What follows belongs to an exercise in optimizing a design on an open flow for small area and a short achievable clock period; a production flow would make more cautious choices. Where RTL was checked, it was by simulation tests only, not by an equivalence proof against the original.

==> ember <==
## fpu_top
module fpu_top(
    input         clk,
    input         rst,
    input  [31:0] a,
    input  [31:0] b,
    input  [2:0]  consig,
    output [31:0] out,
    output [2:0]  cmp_out
);
==> module fpu_top, before the edit <==
module fpu_top(
    input         clk,
    input         rst,
    input  [31:0] a,
    input  [31:0] b,
    input  [2:0]  consig,
    output [31:0] out,
    output [2:0]  cmp_out
);
    reg         sa, sb;      
    reg         eq;          
    reg  [7:0]  ea, eb;      
    reg  [22:0] ma, mb;      
    reg         lsel;        
    reg         cz;          
    wire        gt = {ea, ma} > {eb, mb};
    wire [2:0]  p = {sa, sb, gt};
    wire        psel_a = (p == 3'b001) | (p == 3'b111) | (p == 3'b010);
    wire        pclr   = (p == 3'b011) | (p == 3'b100);
    always @(posedge clk or posedge rst) begin
        if (rst) begin
            sa <= 1'b0; sb <= 1'b0; eq <= 1'b0;
            ea <= 8'd0; eb <= 8'd0; ma <= 23'd0; mb <= 23'd0;
            lsel <= 1'b0; cz <= 1'b0;
        end else begin
            sa <= a[31];
            sb <= b[31];
            eq <= a[30:0] == b[30:0];
            ea <= a[30:23];
            eb <= b[30:23];
            ma <= a[22:0];
            mb <= b[22:0];
            lsel <= psel_a;
            cz <= pclr;
        end
    end
    wire [8:0]  sx = cz ? 9'd0 : (lsel ? {sa, ea} : {sb, eb});
    wire [7:0]  diff = lsel ? (ea - eb) : (eb - ea);
    wire [22:0] c = cz ? 23'd0 : (lsel ? ma : mb);
    wire [22:0] dsrc = lsel ? mb : ma;
    wire [22:0] d = (cz | (diff >= 8'd23)) ? 23'd0 : (dsrc >> diff[4:0]);
    wire        x = consig[0];
    wire        aclr = (p == 3'b011) | (p == 3'b101);
    wire        swap = (p == 3'b000) | (p == 3'b100) | (p == 3'b110);
    wire [22:0] opx = (x & swap) ? d : c;
    wire [22:0] opy = (x & swap) ? c : d;
    wire [22:0] fsum = opx + (x ? ~opy : opy) + {22'd0, x};
    reg  [22:0] snext;       
    reg  [22:0] afrac;       
    wire [47:0] prod;
    mant_mul mm (.ma(ma), .mb(mb), .p(prod));
    wire        h = prod[47];
    wire        msign = sa ^ sb;
    wire [8:0]  esum = {1'b0, ea} + {1'b0, eb};
    wire        in_zero = (ea == 8'd0) | (eb == 8'd0);
    wire        ez = in_zero | (esum < 9'd127);             
    wire        eo = ~ez & (esum >= 9'd382);                
    wire [7:0]  e8 = esum[7:0] + 8'd129;                    
    wire [7:0]  e8p = esum[7:0] + 8'd130;                   
    wire        mzero = ez | (~eo & (esum == 9'd127) & ~h);
    wire        minf  = ~mzero & (eo | ((esum == 9'd381) & h));
    wire [7:0]  mexp  = h ? e8p : e8;
    wire [22:0] mfrac = h ? prod[46:24] : prod[45:23];
    reg  [31:0] mres;
    always @(posedge clk or posedge rst) begin
        if (rst) begin
            snext <= 23'd0;
            afrac <= 23'd0;
            mres  <= 32'd0;
        end else begin
            snext <= aclr ? 23'd0 : fsum;
            afrac <= snext;
            mres  <= mzero ? {msign, 31'd0} :
                     minf  ? {msign, 8'hff, 23'd0} :
                             {msign, mexp, mfrac};
        end
    end
    assign cmp_out = (consig == 3'b000) ? {sa, sb, eq} : 3'b000;
    assign out = (consig == 3'b001 || consig == 3'b010) ? {sx, afrac} :
                 (consig == 3'b011) ? mres : 32'd0;
endmodule
clock: 14.0 ns
lec_check: 0
cap_margin: 20
core_margin: 2
core_utilization: 65
slew_margin: 20
standard.sh (not shown) runs the stock make flow with config.mk's settings and CLKGATE_MAP_FILE= SYNTH_SCRIPT=/design/flow/synth_recipe.tcl, a recipe that flattens the netlist after the stock synthesis.
==> flow/flow/run.sh <==
#!/bin/bash
# Standard synthesis, then a netlist pass that removes the inverters Yosys
# leaves around full adders, then the standard layout with a tighter
# timing-repair target and the smallest buffer on the ports.
set -euo pipefail
R=orfs/results/sky130hd/fpu_top/base
MARGIN=$(cat flow/margin.txt)
bash standard.sh synth > log_synth.txt 2>&1
python3 flow/fixinv.py $R/1_2_yosys.v $R/1_2_yosys_fixinv.v > log_fixinv.txt 2>&1
cp $R/1_2_yosys.v $R/1_2_yosys_orig.v
cp $R/1_2_yosys_fixinv.v $R/1_2_yosys.v
rm -f $R/1_synth.odb $R/1_synth.sdc
bash standard.sh SETUP_SLACK_MARGIN=$MARGIN "BUFFER_PORTS_ARGS=-buffer_cell sky130_fd_sc_hd__buf_1" finish > log_layout.txt 2>&1
==> flow/flow/margin.txt <==
6.5
Other scripts of this flow, unchanged in this note and not shown: flow/flow/fixinv.py
==> delta: changes against ember <==
--- a/flow/design.v
+++ b/flow/design.v
@@ -11,34 +11,51 @@
     reg         sa, sb;      
     reg         eq;          
-    reg  [7:0]  ea, eb;      
+    reg         gt;          
     reg  [22:0] ma, mb;      
+    reg  [8:0]  sx;          
     reg         lsel;        
     reg         cz;          
-    wire        gt = {ea, ma} > {eb, mb};
-    wire [2:0]  p = {sa, sb, gt};
+    reg         dz;          
+    reg  [4:0]  sh;          
+    reg         ez;          
+    reg         eo;          
+    reg  [7:0]  e8;          
+    wire [2:0]  p = {sa, sb, gt};            
     wire        psel_a = (p == 3'b001) | (p == 3'b111) | (p == 3'b010);
     wire        pclr   = (p == 3'b011) | (p == 3'b100);
+    wire [7:0]  ea = a[30:23];
+    wire [7:0]  eb = b[30:23];
+    wire [7:0]  diff = psel_a ? (ea - eb) : (eb - ea);
+    wire [8:0]  esum = {1'b0, ea} + {1'b0, eb};
+    wire        in_zero = (ea == 8'd0) | (eb == 8'd0);
+    wire        e_neg = esum < 9'd127;
+    wire        e_big = esum >= 9'd382;
+    wire [7:0]  e_low = esum[7:0] + 8'd129;
     always @(posedge clk or posedge rst) begin
         if (rst) begin
-            sa <= 1'b0; sb <= 1'b0; eq <= 1'b0;
-            ea <= 8'd0; eb <= 8'd0; ma <= 23'd0; mb <= 23'd0;
-            lsel <= 1'b0; cz <= 1'b0;
+            sa <= 1'b0; sb <= 1'b0; eq <= 1'b0; gt <= 1'b0;
+            ma <= 23'd0; mb <= 23'd0;
+            sx <= 9'd0; lsel <= 1'b0; cz <= 1'b0; dz <= 1'b0; sh <= 5'd0;
+            ez <= 1'b0; eo <= 1'b0; e8 <= 8'd0;
         end else begin
             sa <= a[31];
             sb <= b[31];
             eq <= a[30:0] == b[30:0];
-            ea <= a[30:23];
-            eb <= b[30:23];
+            gt <= a[30:0] > b[30:0];
             ma <= a[22:0];
             mb <= b[22:0];
+            sx <= pclr ? 9'd0 : (psel_a ? a[31:23] : b[31:23]);
             lsel <= psel_a;
             cz <= pclr;
+            dz <= pclr | (diff >= 8'd23);
+            sh <= diff[4:0];
+            ez <= in_zero | e_neg;
+            eo <= ~(in_zero | e_neg) & e_big;
+            e8 <= e_low;
         end
     end
-    wire [8:0]  sx = cz ? 9'd0 : (lsel ? {sa, ea} : {sb, eb});
-    wire [7:0]  diff = lsel ? (ea - eb) : (eb - ea);
     wire [22:0] c = cz ? 23'd0 : (lsel ? ma : mb);
     wire [22:0] dsrc = lsel ? mb : ma;
-    wire [22:0] d = (cz | (diff >= 8'd23)) ? 23'd0 : (dsrc >> diff[4:0]);
+    wire [22:0] d = dz ? 23'd0 : (dsrc >> sh);
     wire        x = consig[0];
     wire        aclr = (p == 3'b011) | (p == 3'b101);
@@ -53,13 +70,7 @@
     wire        h = prod[47];
     wire        msign = sa ^ sb;
-    wire [8:0]  esum = {1'b0, ea} + {1'b0, eb};
-    wire        in_zero = (ea == 8'd0) | (eb == 8'd0);
-    wire        ez = in_zero | (esum < 9'd127);             
-    wire        eo = ~ez & (esum >= 9'd382);                
-    wire [7:0]  e8 = esum[7:0] + 8'd129;                    
-    wire [7:0]  e8p = esum[7:0] + 8'd130;                   
-    wire        mzero = ez | (~eo & (esum == 9'd127) & ~h);
-    wire        minf  = ~mzero & (eo | ((esum == 9'd381) & h));
-    wire [7:0]  mexp  = h ? e8p : e8;
+    wire        mzero = ez | (~eo & (e8 == 8'd0) & ~h);
+    wire        minf  = ~mzero & (eo | ((e8 == 8'd254) & h));
+    wire [7:0]  mexp  = e8 + {7'd0, h};
     wire [22:0] mfrac = h ? prod[46:24] : prod[45:23];
     reg  [31:0] mres;
==> flow/flow/run.sh (replaced) <==
#!/bin/bash
# Standard synthesis, then a netlist pass that removes the inverters Yosys
# leaves around full adders, then the standard layout with a tighter
# timing-repair target.
set -euo pipefail
R=orfs/results/sky130hd/fpu_top/base
MARGIN=$(cat flow/margin.txt)
bash standard.sh synth > log_synth.txt 2>&1
python3 flow/fixinv.py $R/1_2_yosys.v $R/1_2_yosys_fixinv.v > log_fixinv.txt 2>&1
cp $R/1_2_yosys.v $R/1_2_yosys_orig.v
cp $R/1_2_yosys_fixinv.v $R/1_2_yosys.v
rm -f $R/1_synth.odb $R/1_synth.sdc
bash standard.sh SETUP_SLACK_MARGIN=$MARGIN finish > log_layout.txt 2>&1
==> flow/flow/margin.txt (replaced) <==
7.5
- CORE_UTILIZATION: 65 -> 40
==> run notes <==
                                                                 delta                ember
End of the critical path                              mres[18]$_DFF_PP0_   mres[27]$_DFF_PP0_
Required @ worst endpoint                                       14.38 ns             14.33 ns
Number of global-route vias before repair                         22,835               22,814
Drt wl/cell                                                     24.87 µm             27.99 µm
Worst hold path endpoint                             afrac[22]$_DFF_PP0_  afrac[20]$_DFF_PP0_
Run status                              no timing/DRC/antenna violations  no timing/DRC/antenna violations
Fin Clk Skew                                                  0.01232 ns           0.01104 ns
Maximum frequency from static timing analysis                  139.4 MHz            133.8 MHz
FF-to-FF path depth                                                   21                   23
Total number of multi-input combinational cells                    2,085                2,098
Met2 wire len                                                  42,480 µm            39,160 µm
Data arrival, critical path                                      7.55 ns              7.80 ns
Post-synthesis average cell area                               9.983 µm²            9.868 µm²
Post-route worst hold slack                                    0.3478 ns            0.3469 ns
No run of this note included a check of the RTL's function; only the layout flow was run.

==> wip/raven: inputs <==
Another version of the RTL of fpu_top (not shown whole).
==> flow/config.mk <==
export PLATFORM = sky130hd
export DESIGN_NAME = fpu_top
export DESIGN_NICKNAME = fpu_top
export VERILOG_FILES = /design/flow/design.v
export SDC_FILE = /design/flow/constraint.sdc
export NUM_CORES = 4
export LEC_CHECK = 0
export CAP_MARGIN = 20
export CORE_MARGIN = 2
export CORE_UTILIZATION = 65
export SLEW_MARGIN = 20
==> flow/constraint.sdc <==
create_clock -name core_clock -period 14.0 [get_ports {clk}]
set_input_delay 2.8000 -clock core_clock [delete_from_list [all_inputs] [get_ports {clk}]]
set_output_delay 2.8000 -clock core_clock [all_outputs]
set_load 0.01 [all_outputs]
==> flow/flow/run.sh <==
#!/bin/bash
# Standard synthesis, then a netlist pass that removes the inverters Yosys
# leaves around full adders, then the standard layout with a tighter
# timing-repair target and the smallest buffer on the ports.
set -euo pipefail
R=orfs/results/sky130hd/fpu_top/base
MARGIN=$(cat flow/margin.txt)
bash standard.sh synth > log_synth.txt 2>&1
python3 flow/fixinv.py $R/1_2_yosys.v $R/1_2_yosys_fixinv.v > log_fixinv.txt 2>&1
cp $R/1_2_yosys.v $R/1_2_yosys_orig.v
cp $R/1_2_yosys_fixinv.v $R/1_2_yosys.v
rm -f $R/1_synth.odb $R/1_synth.sdc
bash standard.sh SETUP_SLACK_MARGIN=$MARGIN "BUFFER_PORTS_ARGS=-buffer_cell sky130_fd_sc_hd__buf_1" finish > log_layout.txt 2>&1
==> flow/flow/margin.txt <==
7
Other scripts of this flow, unchanged in this note and not shown: flow/flow/fixinv.py
==> inputs of wip/willow, as changes to wip/raven <==
==> flow/flow/margin.txt (replaced) <==
7.5
==> key figures <==
Run status
  – Status: no timing/DRC/antenna violations

Clocking
  – Skew-Pair Late Insertion Delay: 0.44 ns

Route
  – Wl on met1: 29.9 mm

Worst setup path
  – Critical path fanouts, max: 30

Global route
  – Largest net degree at the start of global routing: 86
The numbers above come from wip/raven.

==> key figures <==
Run status
  – Status: no timing/DRC/antenna violations

Clocking
  – Skew-Pair Late Insertion Delay: 0.46 ns
  – # clock sinks: 151

Worst setup path
  – Worst setup SP type: input pin

Cells and area
  – Layout cells sized above 1: 20.0%

Global route
  – Antenna violations before repair: 4
  – Largest net degree at the start of global routing: 71

STA
  – Final setup viols: 0

Route
  – Wl on met1: 31.5 mm
The numbers above come from wip/willow.

-- separate check: timing with driven ports --
Ports are ideal in the flow. The routed layouts listed here were re-timed in OpenROAD.
Step 1, drivers: a clkbuf_16 drives clk and a buf_2 each remaining input, both assumed.
Step 2 moves the port delays by t, midway between the first and last clock arrival at a register: inputs arrive t later, outputs are due t later. That takes back most of the time a late clock gives input paths.
Slacks: no drivers / after step 1 / after step 2; pairs: no drivers / after step 1.
run | shift t [ns] | setup slack, ns | cell pins on the clock port's net
ember | 0.483 | 6.527 / 6.527 / 6.527 | 1
delta | 0.518 | 6.828 / 6.828 / 6.828 | 1
wip/raven | 0.486 | 7.004 / 6.971 / 6.971 | 1
wip/willow | 0.502 | 7.257 / 7.212 / 7.212 | 1
After both steps every run listed still meets setup and hold. For wip/willow, which loses most, drivers alone change the setup slack by -0.045 ns; drivers and shift together by -0.045 ns.
